Background: an optimization exercise with open tools, aiming at small area. Do not read the settings as production practice. Only simulation tests tie the RTL to the original design; equivalence was not proved.

<file path="flow/config.mk">
export PLATFORM = sky130hd
export DESIGN_NAME = Vending_Machine_Controller
export DESIGN_NICKNAME = Vending_Machine_Controller
export VERILOG_FILES = /design/flow/design.v
export SDC_FILE = /design/flow/constraint.sdc
export NUM_CORES = 8
export LEC_CHECK = 0
export CAP_MARGIN = 20
export CORE_AREA = 5 5 355 355
export DIE_AREA = 0 0 360 360
export SLEW_MARGIN = 20
</file>
<file path="flow/constraint.sdc">
create_clock -name core_clock -period 30.0 [get_ports {clk}]
set_input_delay 6.0000 -clock core_clock [delete_from_list [all_inputs] [get_ports {clk}]]
set_output_delay 6.0000 -clock core_clock [all_outputs]
set_load 0.01 [all_outputs]
</file>
<file path="flow/design.v">
`timescale 1ns / 1ps
module Vending_Machine_Controller(
input clk, input reset, input  conf_switch,input i_nickel, input i_dime, input i_quarter,
input sw0, input sw1, input sw2, input sw3,
output reg  oled_Soda, output reg  oled_Chips, output reg  oled_ProteinBar,
output reg  oled_Water,output reg oled_Error, 
 output reg [3:0] o_costMSB, output reg  [3:0] o_costLSB, 
 output reg [3:0] o_moneyMSB, output reg [3:0] o_moneyLSB,
 output reg [127:0] Page0, output reg [127:0] Page1, output reg [127:0] Page2, output reg [127:0] Page3
    );
    parameter init = 2'b00;
    parameter selection = 2'b01;
    parameter dispense = 2'b10;
    parameter change = 2'b11;
    reg [7:0] bit1;
    reg [7:0]bit2;
    reg [7:0]bit3;
    reg [7:0]bit4;
    reg [1:0] state;
    reg [1:0] next_state;
    integer money;
    integer cost;  
    localparam integer Water = 25;
    localparam integer Chips = 50;
    localparam integer ProteinBar = 65;
    localparam integer Soda= 80;
    localparam integer nickel= 5;
    localparam integer dime = 10;
    localparam integer quarter = 25;
    integer flag1;
    integer flag2;
    integer flag3;
    integer flag4;
    integer moneyCalculated;
    always @(posedge clk)
        begin 
        next_state = state;
        case (reset ? init : state)
            init: begin 
     Page0 <= {8'h45, 8'h4E, 8'h45, 8'h42, 8'h33, 8'h34, 8'h34, 8'h20, 8'h20, 8'h20, 8'h20, 8'h20, 8'h20, 8'h20, 8'h20, 8'h20};
     Page1 <= {8'h56, 8'h65, 8'h6E, 8'h64, 8'h69, 8'h6E, 8'h67, 8'h20, 8'h4D, 8'h61, 8'h63, 8'h68, 8'h69, 8'h6E, 8'h65, 8'h20};
     Page2 <= {8'h47, 8'h69, 8'h6F, 8'h76, 8'h61, 8'h6E, 8'h6E, 8'h69, 8'h20, 8'h41, 8'h72, 8'h67, 8'h75, 8'h65, 8'h74, 8'h61};
     Page3 <= {8'h20, 8'h20, 8'h20, 8'h20, 8'h20, 8'h20, 8'h20, 8'h20, 8'h20, 8'h20, 8'h20, 8'h20, 8'h20, 8'h20, 8'h20, 8'h20};
                oled_Soda =0;
                oled_Chips =0;
                oled_ProteinBar =0;
                oled_Water =0;
                oled_Error=0;
                cost = 0;
                o_costMSB = 4'b0000;
                o_costLSB= 4'b0000;
                o_moneyMSB= 4'b0000;
                o_moneyLSB= 4'b0000;
                money =0;
                flag1=0;
                flag2=0;
                flag3=0;
                flag4=0;
                moneyCalculated = 0;
                bit1=8'h30;
                bit2=8'h30;
                bit3=8'h30;
                bit4=8'h30;
      next_state= selection;
    end
        selection: begin
        oled_Error=0;
          if (sw0==1) begin
            if (flag1 ==0) begin
            cost = cost + Water;
            flag1 =1;
            bit1= 8'h31;
           end
           end
           else if (sw0 == 0) begin
           if (flag1 ==1) begin
           cost = cost - Water;
           flag1 = 0;
            bit1= 8'h30;
           end
           end
          if (sw1==1) begin
            if(flag2 ==0) begin
          cost = cost + Chips;
          flag2 = 1;
           bit2= 8'h31;
          end
          end
          else if(sw1 == 0) begin
          if (flag2 == 1) begin
          cost = cost- Chips;
          flag2 = 0;
           bit2= 8'h30;
          end 
          end
          if (sw2==1) begin
          if(flag3 ==0) begin
            cost = cost + ProteinBar;
            flag3= 1;
             bit3= 8'h31;
            end
            end
            else if (sw2 ==0) begin
            if(flag3 ==1) begin
            cost = cost - ProteinBar;
            flag3 =0;
             bit3= 8'h30;
            end 
            end
            if (sw3==1) begin
            if(flag4==0) begin
            cost = cost + Soda;
            flag4 =1;
             bit4= 8'h31;
            end
            end
            else if (sw3==0) begin
            if (flag4 ==1) begin
            cost = cost - Soda;
            flag4 =0;
             bit4= 8'h30;
            end
            end
      Page0 <= {8'h57, 8'h61, 8'h74, 8'h65, 8'h72, 8'h3A, 8'h53, 8'h57, 8'h33, 8'h3D, bit1, 8'h20, 8'h20, 8'h20, 8'h20, 8'h20};
    Page1 <= {8'h43, 8'h68, 8'h69, 8'h70, 8'h73, 8'h3A, 8'h53, 8'h57, 8'h32, 8'h3D, bit2, 8'h20, 8'h20, 8'h20, 8'h20, 8'h20};
     Page2 <= {8'h50, 8'h42, 8'h3A, 8'h53, 8'h57, 8'h31, 8'h3D, bit3, 8'h44, 8'h43, 8'h3A, 8'h53, 8'h57, 8'h30, 8'h3D, bit4};
     Page3 <= {8'h42, 8'h75, 8'h79, 8'h3A, 8'h20, 8'h53, 8'h57, 8'h34, 8'h3D, 8'h31, 8'h20, 8'h20, 8'h20, 8'h20, 8'h20, 8'h20};
    if( cost <= 96) begin
     case (cost / 10)
                    0: o_costMSB = 4'b0000;
                    1: o_costMSB = 4'b0001;
                    2: o_costMSB = 4'b0010;
                    3: o_costMSB = 4'b0011;
                    4: o_costMSB = 4'b0100;
                    5: o_costMSB = 4'b0101;
                    6: o_costMSB = 4'b0110;
                    7: o_costMSB = 4'b0111;
                    8: o_costMSB = 4'b1000;
                    9: o_costMSB = 4'b1001;
                    default: o_costMSB = 4'b0000;  
                endcase
             case (cost % 10)
                    0: o_costLSB = 4'b0000;
                    1: o_costLSB = 4'b0001;
                    2: o_costLSB = 4'b0010;
                    3: o_costLSB = 4'b0011;
                    4: o_costLSB = 4'b0100;
                    5: o_costLSB = 4'b0101;
                    6: o_costLSB = 4'b0110;
                    7: o_costLSB = 4'b0111;
                    8: o_costLSB = 4'b1000;
                    9: o_costLSB = 4'b1001;
                    default: o_costLSB = 4'b0000;  
                endcase
        end
          if (money <= 95) begin
          if (i_nickel ==1) begin money = money + nickel;
          end
          if (i_dime==1)begin money = money + dime;
         end
          if (i_quarter==1) begin money = money + quarter;
         end
         end
         if (money <=95) begin
          case (money / 10)
                    0: o_moneyMSB = 4'b0000;
                    1: o_moneyMSB = 4'b0001;
                    2: o_moneyMSB = 4'b0010;
                    3: o_moneyMSB = 4'b0011;
                    4: o_moneyMSB = 4'b0100;
                    5: o_moneyMSB = 4'b0101;
                    6: o_moneyMSB = 4'b0110;
                    7: o_moneyMSB = 4'b0111;
                    8: o_moneyMSB = 4'b1000;
                    9: o_moneyMSB = 4'b1001;
                    default: o_moneyMSB = 4'b0000;  
                endcase
        case (money % 10)
                    0: o_moneyLSB = 4'b0000;
                    1: o_moneyLSB = 4'b0001;
                    2: o_moneyLSB = 4'b0010;
                    3: o_moneyLSB = 4'b0011;
                    4: o_moneyLSB = 4'b0100;
                    5: o_moneyLSB = 4'b0101;
                    6: o_moneyLSB = 4'b0110;
                    7: o_moneyLSB = 4'b0111;
                    8: o_moneyLSB = 4'b1000;
                    9: o_moneyLSB = 4'b1001;
                    default: o_moneyLSB = 4'b0000; 
                endcase
         end
       if (money >=95)begin
        money = 95;
        end 
       if (conf_switch == 1) begin
            if((cost==0)) begin
                 next_state= selection;
                    oled_Error =1;
                     Page3 <= {8'h53, 8'h65, 8'h6c, 8'h65, 8'h63, 8'h74, 8'h20, 8'h61, 8'h20, 8'h70, 8'h72, 8'h6F, 8'h64, 8'h20, 8'h20, 8'h20};
                     end   
              if ( (money < cost) || (money==0)) begin
                    next_state = selection;
                     oled_Error = 1;
                    Page3 <= {8'h45, 8'h6E, 8'h74, 8'h65, 8'h72, 8'h20, 8'h6D, 8'h6F, 8'h72, 8'h65, 8'h20, 8'h6D, 8'h6F, 8'h6E, 8'h65, 8'h79};
                     end 
                  if( (money <cost) && (cost >95)) begin
                    next_state= selection;
                    oled_Error=1;
                    Page3 <= {8'h44, 8'h65, 8'h73, 8'h65, 8'h6C, 8'h65, 8'h63, 8'h74, 8'h20, 8'h70, 8'h72, 8'h6F, 8'h64, 8'h28, 8'h73, 8'h29};
                     end 
                      else if((money >=cost) && (money>0) &&  (cost >0) && (cost<=95))begin
                      next_state=dispense;
                    end
                   end
                    else next_state= selection;
                     end
          dispense: begin
     Page0 <= {8'h20, 8'h20, 8'h20, 8'h20, 8'h20, 8'h20, 8'h20, 8'h20, 8'h20, 8'h20, 8'h20, 8'h20, 8'h20, 8'h20, 8'h20, 8'h20};
     Page1 <= {8'h20, 8'h20, 8'h20, 8'h20, 8'h20, 8'h20, 8'h20, 8'h20, 8'h20, 8'h20, 8'h20, 8'h20, 8'h20, 8'h20, 8'h20, 8'h20};
     Page2 <= {8'h2E, 8'h2E, 8'h2E, 8'h2E, 8'h44, 8'h69, 8'h70, 8'h65, 8'h6E, 8'h73, 8'h69, 8'h6E, 8'h67, 8'h2E, 8'h2E, 8'h2E};
     Page3 <= {8'h20, 8'h20, 8'h20, 8'h20, 8'h20, 8'h20, 8'h20, 8'h20, 8'h20, 8'h20, 8'h20, 8'h20, 8'h20, 8'h20, 8'h20, 8'h20};
          oled_Error =0;
          if( sw0 && sw2) begin
          cost = cost - Water;
          cost = cost - ProteinBar;
          cost = cost + 80;
          Page3 <= {8'h44, 8'h69, 8'h73, 8'h63, 8'h6F, 8'h75, 8'h6E, 8'h74, 8'h21, 8'h32, 8'h30, 8'h63, 8'h20, 8'h6F, 8'h66, 8'h66};
          end
        if( cost<=96) begin
     case (cost / 10)
                    0: o_costMSB = 4'b0000;
                    1: o_costMSB = 4'b0001;
                    2: o_costMSB = 4'b0010;
                    3: o_costMSB = 4'b0011;
                    4: o_costMSB = 4'b0100;
                    5: o_costMSB = 4'b0101;
                    6: o_costMSB = 4'b0110;
                    7: o_costMSB = 4'b0111;
                    8: o_costMSB = 4'b1000;
                    9: o_costMSB = 4'b1001;
                    default: o_costMSB = 4'b0000;  
                endcase
             case (cost % 10)
                    0: o_costLSB = 4'b0000;
                    1: o_costLSB = 4'b0001;
                    2: o_costLSB = 4'b0010;
                    3: o_costLSB = 4'b0011;
                    4: o_costLSB = 4'b0100;
                    5: o_costLSB = 4'b0101;
                    6: o_costLSB = 4'b0110;
                    7: o_costLSB = 4'b0111;
                    8: o_costLSB = 4'b1000;
                    9: o_costLSB = 4'b1001;
                    default: o_costLSB = 4'b0000;  
                endcase
                end
            if(sw0) begin
            oled_Water = 1;
            end
            if (sw1) begin
            oled_Chips =1;
            end 
            if (sw2) begin
            oled_ProteinBar =1;
            end
            if (sw3) begin
            oled_Soda =1;
            end 
            if(money >= cost) begin
           next_state = change;
          end
          end
          change: begin
    Page0 <= {8'h48, 8'h65, 8'h72, 8'h65, 8'h27, 8'h73, 8'h20, 8'h79, 8'h6F, 8'h75, 8'h72, 8'h20, 8'h20, 8'h20, 8'h20, 8'h20};
     Page1 <= {8'h43, 8'h68, 8'h61, 8'h6E, 8'h67, 8'h65, 8'h20, 8'h20, 8'h20, 8'h20, 8'h20, 8'h20, 8'h20, 8'h20, 8'h20, 8'h20};
     Page2 <= {8'h54, 8'h75, 8'h72, 8'h6E, 8'h20, 8'h6F, 8'h66, 8'h66, 8'h20, 8'h61, 8'h6C, 8'h6C, 8'h20, 8'h73, 8'h77, 8'h73};
     Page3 <= {8'h74, 8'h6F, 8'h20, 8'h62, 8'h75, 8'h79, 8'h20, 8'h61, 8'h67, 8'h61, 8'h69, 8'h6E, 8'h20, 8'h20, 8'h20, 8'h20};
             if (!moneyCalculated && (money >= cost)) begin
            money = money - cost;
            moneyCalculated =1 ; 
        end  
        if(money <=95)begin
                case (money / 10)
                    0: o_moneyMSB = 4'b0000;
                    1: o_moneyMSB = 4'b0001;
                    2: o_moneyMSB = 4'b0010;
                    3: o_moneyMSB = 4'b0011;
                    4: o_moneyMSB = 4'b0100;
                    5: o_moneyMSB = 4'b0101;
                    6: o_moneyMSB = 4'b0110;
                    7: o_moneyMSB = 4'b0111;
                    8: o_moneyMSB = 4'b1000;
                    9: o_moneyMSB = 4'b1001;
                    default: o_moneyMSB = 4'b0000; 
                endcase
        case (money % 10)
                    0: o_moneyLSB = 4'b0000;
                    1: o_moneyLSB = 4'b0001;
                    2: o_moneyLSB = 4'b0010;
                    3: o_moneyLSB = 4'b0011;
                    4: o_moneyLSB = 4'b0100;
                    5: o_moneyLSB = 4'b0101;
                    6: o_moneyLSB = 4'b0110;
                    7: o_moneyLSB = 4'b0111;
                    8: o_moneyLSB = 4'b1000;
                    9: o_moneyLSB = 4'b1001;
                    default: o_moneyLSB = 4'b0000; 
                endcase
                end
               if ((sw0 == 0) && (sw1 == 0) && (sw2 ==0) && (sw3 ==0))
               next_state = init;
        end
       endcase
        if (reset == 1) state <= init;
        else state <= next_state;
       end
endmodule
</file>
<file path="flow/run.sh">
#!/bin/bash
# synth_recipe.tcl (not shown) runs the flow's synth.tcl, then flattens the netlist and writes it again
# the make line also repeats each setting of config.mk as NAME=value (left out here)
make -C /OpenROAD-flow-scripts/flow DESIGN_CONFIG=/design/flow/config.mk WORK_HOME=/design/flow/orfs CLKGATE_MAP_FILE= SYNTH_SCRIPT=/design/flow/synth_recipe.tcl finish
</file>
==> run summary <==
-- sequential cells by signal, summed over array words and instances (netlist names), 2 cells and up --
name,count
bit4,8
bit3,8
o_costMSB,4
o_moneyLSB,4
o_costLSB,4
state,2
money,32
Page3,42
Page1,8
bit1,8
bit2,8
Page0,18
o_moneyMSB,4
Page2,20
cost,32
-- worst register-to-register path: cells and delay by family, from the launching register on --
kind	cells	cell delay [ns]
buffers and inverters	5	1.20
adders and majority gates	4	1.27
and+or+nand+nor	25	6.66
muxes	1	0.15
AOI/OAI and AO/OA	37	12.54
DFF	1	0.60
xor gates and xnor gates	2	1.27
-- layout make-up --
type                    instances  area [sq um]
well taps                    1625          2030
fillers                     12664         67700
clock inverters                 6          53.8
flip-flops and latches        212          5470
inverters                     203           762
multi-input cells            6132         40200
diodes                          4          10.0
clock buffers                  40           766
repair buffers                513          4750
-- routing by layer --
layer  vias to the layer above  share of wire
met1                     27260           0.43
met3                       364          0.083
met4                         0          0.046
met5                         -              0
li1                      26604              -
met2                      2744           0.44
-- timing repair --
action,4_1_cts,5_1_grt
setup endpoints to repair,0,3
hold endpoints to repair,0,0
gates resized for setup,0,1
hold buffers,0,0
-- through the flow --
| stage | setup WS (ns) | utilization | area, sq um |
|---|---|---|---|
| after floorplan | 7.26 | - | 51200 |
| after global placement | 1.02 | 0.437 | 53100 |
| after detailed placement | 1.23 | 0.437 | 53200 |
| after CTS | 1.79 | 0.443 | 54000 |
| after global routing | 0.0222 | 0.444 | 54000 |
| final | 1.37 | 0.444 | 54000 |
-- cell usage after synthesis (all sizes together), types with 62 or more instances --
cell type  instances  area [sq um]
a21o              84           632
or2               69           432
nor3             324          1700
nand4            143           907
nor2             681          2610
and3             102           644
nand3            268          1370
and2             111           696
a211oi           100           788
inv              195           732
o211ai           119           903
xor2             152          1350
buf              548          3930
edfxtp           122          3660
dfxtp             90          1800
clkbuf           222           912
or3              103           659
nor4             150          1060
nand2b            70           438
o21ai            420          2130
a31oi            112           719
xnor2            436          4060
mux2i             78           785
or4               62           473
o31ai             89           698
nand2            609          2290
ha               136          1700
a21oi            379          1930
o22ai             75           494
o21a              68           512
-- kinds of logic after synthesis --
kind of cell / after synthesis
simple gates: 2882
compound gates: 2224
buf+inv: 979
xor+xnor: 589
flops: 212
fa+ha+maj: 152
mux: 104
other cells: 2
-- how the worst max path moves through the flow --
stage                   from            end  slack [ns]  cells past startpoint
global placement         sw0   o_costMSB[1]        1.02                     65
floorplan           i_nickel  o_moneyMSB[1]        7.26                     74
CTS                      sw0   o_costMSB[1]        1.79                     66
global route             sw0   o_costMSB[1]        0.02                     67
finish                   sw0   o_costMSB[1]        1.37                     66
detailed placement       sw0   o_costMSB[1]        1.23                     66
==> run_results.csv <==
group,metric,value,unit
sta,setup_viol,0,
die,initial_core_util,0.415,
sta,rsz0062_at_grt,"false",
sta,max_freq,34.9,MHz
place,numPortBuffers,361,
yosys,ys_types,171,
cts,cts_tree,"built",
yosys,synthAdderAreaFrac,0.0370,
setup_path,cp.arrival,29.10,ns
die,num_rows,128,
layout,drive_above_1_share,0.0742,
setup_path,worstReg2RegStart,"money[0]",
setup_path,r2r_setup_slack,6.15,ns
die,core,122000,sq um
die,die_x,360,um
drt,routed_via_density,6.52,
yosys,synth_xor_area_frac,0.107,
setup_path,path_max_fanout,39,
global_route,gr-usage-met2,0.455,
sta,post-route-period-util,0.954,
drt,vias,56972,
yosys,synthMuxAreaShare,0.0215,
min_path,whs_endpoint,"Page2[71]",
layout,layout_common_cells,"666 x nor2_1, 608 x nand2_1, 405 x xnor2_1",
yosys,synth_enable_flop_cells,122,
place,place_hpwl,157000,um
cts,worstSkewPairLatency,0.62,ns
drt,wl_per_cell,23.0,um
yosys,synth_top_family_by_area,"compound AO/OA/AOI/OAI gates",
drt,dr.pass1.iters,8,
sta,drv_slew,0,
sta,whs,0.492,ns
setup_path,r2r_end,"o_moneyMSB[1]",
min_path,hold_depth,1,
setup_path,cp.required,30.47,ns
cts,cts_setup_buffers,0,
setup_path,crit_slowest_cell,"clkdlybuf4s50_1",
global_route,antenna_found_initial,11,
cts,clockBufferDepth,3,
sta,slew_headroom,0.173,
die,fp.dieArea,130000,sq um
drt,drt_wl_total,201000,um
global_route,busiest_layer,"met2",
global_route,grt_pass1_wl,306000,um
cts,root_buffer,"clkbuf_16",
die,chipHeight,360,um
outcome,status,"complete, no violations",
layout,fin_cells,8735,
layout,layout_commonest_cell,"nor2_1",
place,dp.cells,8685,
setup_path,cp_num_buf_inv,4,
setup_path,path_delay_family,"compound AO/OA/AOI/OAI gates",
setup_path,cp_slowest_stage_delay,1.17,ns
drt,drt-initial-drc-count,6480,
setup_path,end_kind,"flop",
place,gp_congestion,0.986,
cts,clkSinkCount,212,
global_route,grt_util_met1,0.392,
yosys,syn_area_per_cell,7.08,sq um
sta,period_minus_slack,28.63,ns
yosys,netlist_area,50600,sq um
sta,hold_viol,0,
cts,clk_pin_slew,0.06,ns
yosys,synth_compound_area_frac,0.320,
min_path,worstHoldPathType,"flop to flop",
global_route,grt_use_met3,0.0392,
drt,drc_errors,0,
setup_path,reg2regPathDepth,74,
global_route,grt_use_total,0.286,
sta,fin_skew,0.0382,ns
drt,antenna_left,0,
global_route,grt_pass1_vias,51267,
yosys,synthSimpleGateAreaFrac,0.294,
global_route,grt_max_degree,53,
yosys,postSynthCellCount,7144,
layout,area_delta_synth_final,6.88,%
sta,worst_pin_slew,1.24,ns
die,io_pins,543,
setup_path,startpoint_type,"input pin",
sta,tns,0,ns
yosys,dominantRegCellSynth,"edfxtp_1",
yosys,yosys_warnings,1,
setup_path,path_class,"input pin to flop",
yosys,yosysSeqAreaShare,0.108,
cts,cts_max_level,1,
min_path,hold_path.startpoint,"bit3[7]",
yosys,ys_seq_elements,212,
yosys,ys_async_sr_fraction,0,
run,maxCapViolCount,0,
global_route,gr-total-overflow,0,
layout,nNetsFinal,7234,
cts,cts_buffers,25,

re-timing with driven ports:
In the flow no input, the clock included, has a driving cell. The finished layout below was timed again as built, in two steps.
Step 1 assumes that a clkbuf_16 drives the clock port and a buf_2 every other input.
Step 2 adds t to the input delays and takes it off the output delays; t is the mean of the earliest and latest rising clock arrival at the registers after step 1. Input paths then give back, and output paths get back, about the clock's delay inside the block.
a / b / c = no drivers / after step 1 / after step 2; a / b = the first two.
t, ns: 0.661
setup slack, ns: 1.374 / 1.405 / 0.744
worst setup path at the end: input to register
slew at the worst register clock pin (ns): 0.08 / 0.08
After both steps setup and hold are still met in this run. For this run, drivers alone change the setup slack by +0.031 ns; drivers and shift together by -0.630 ns.
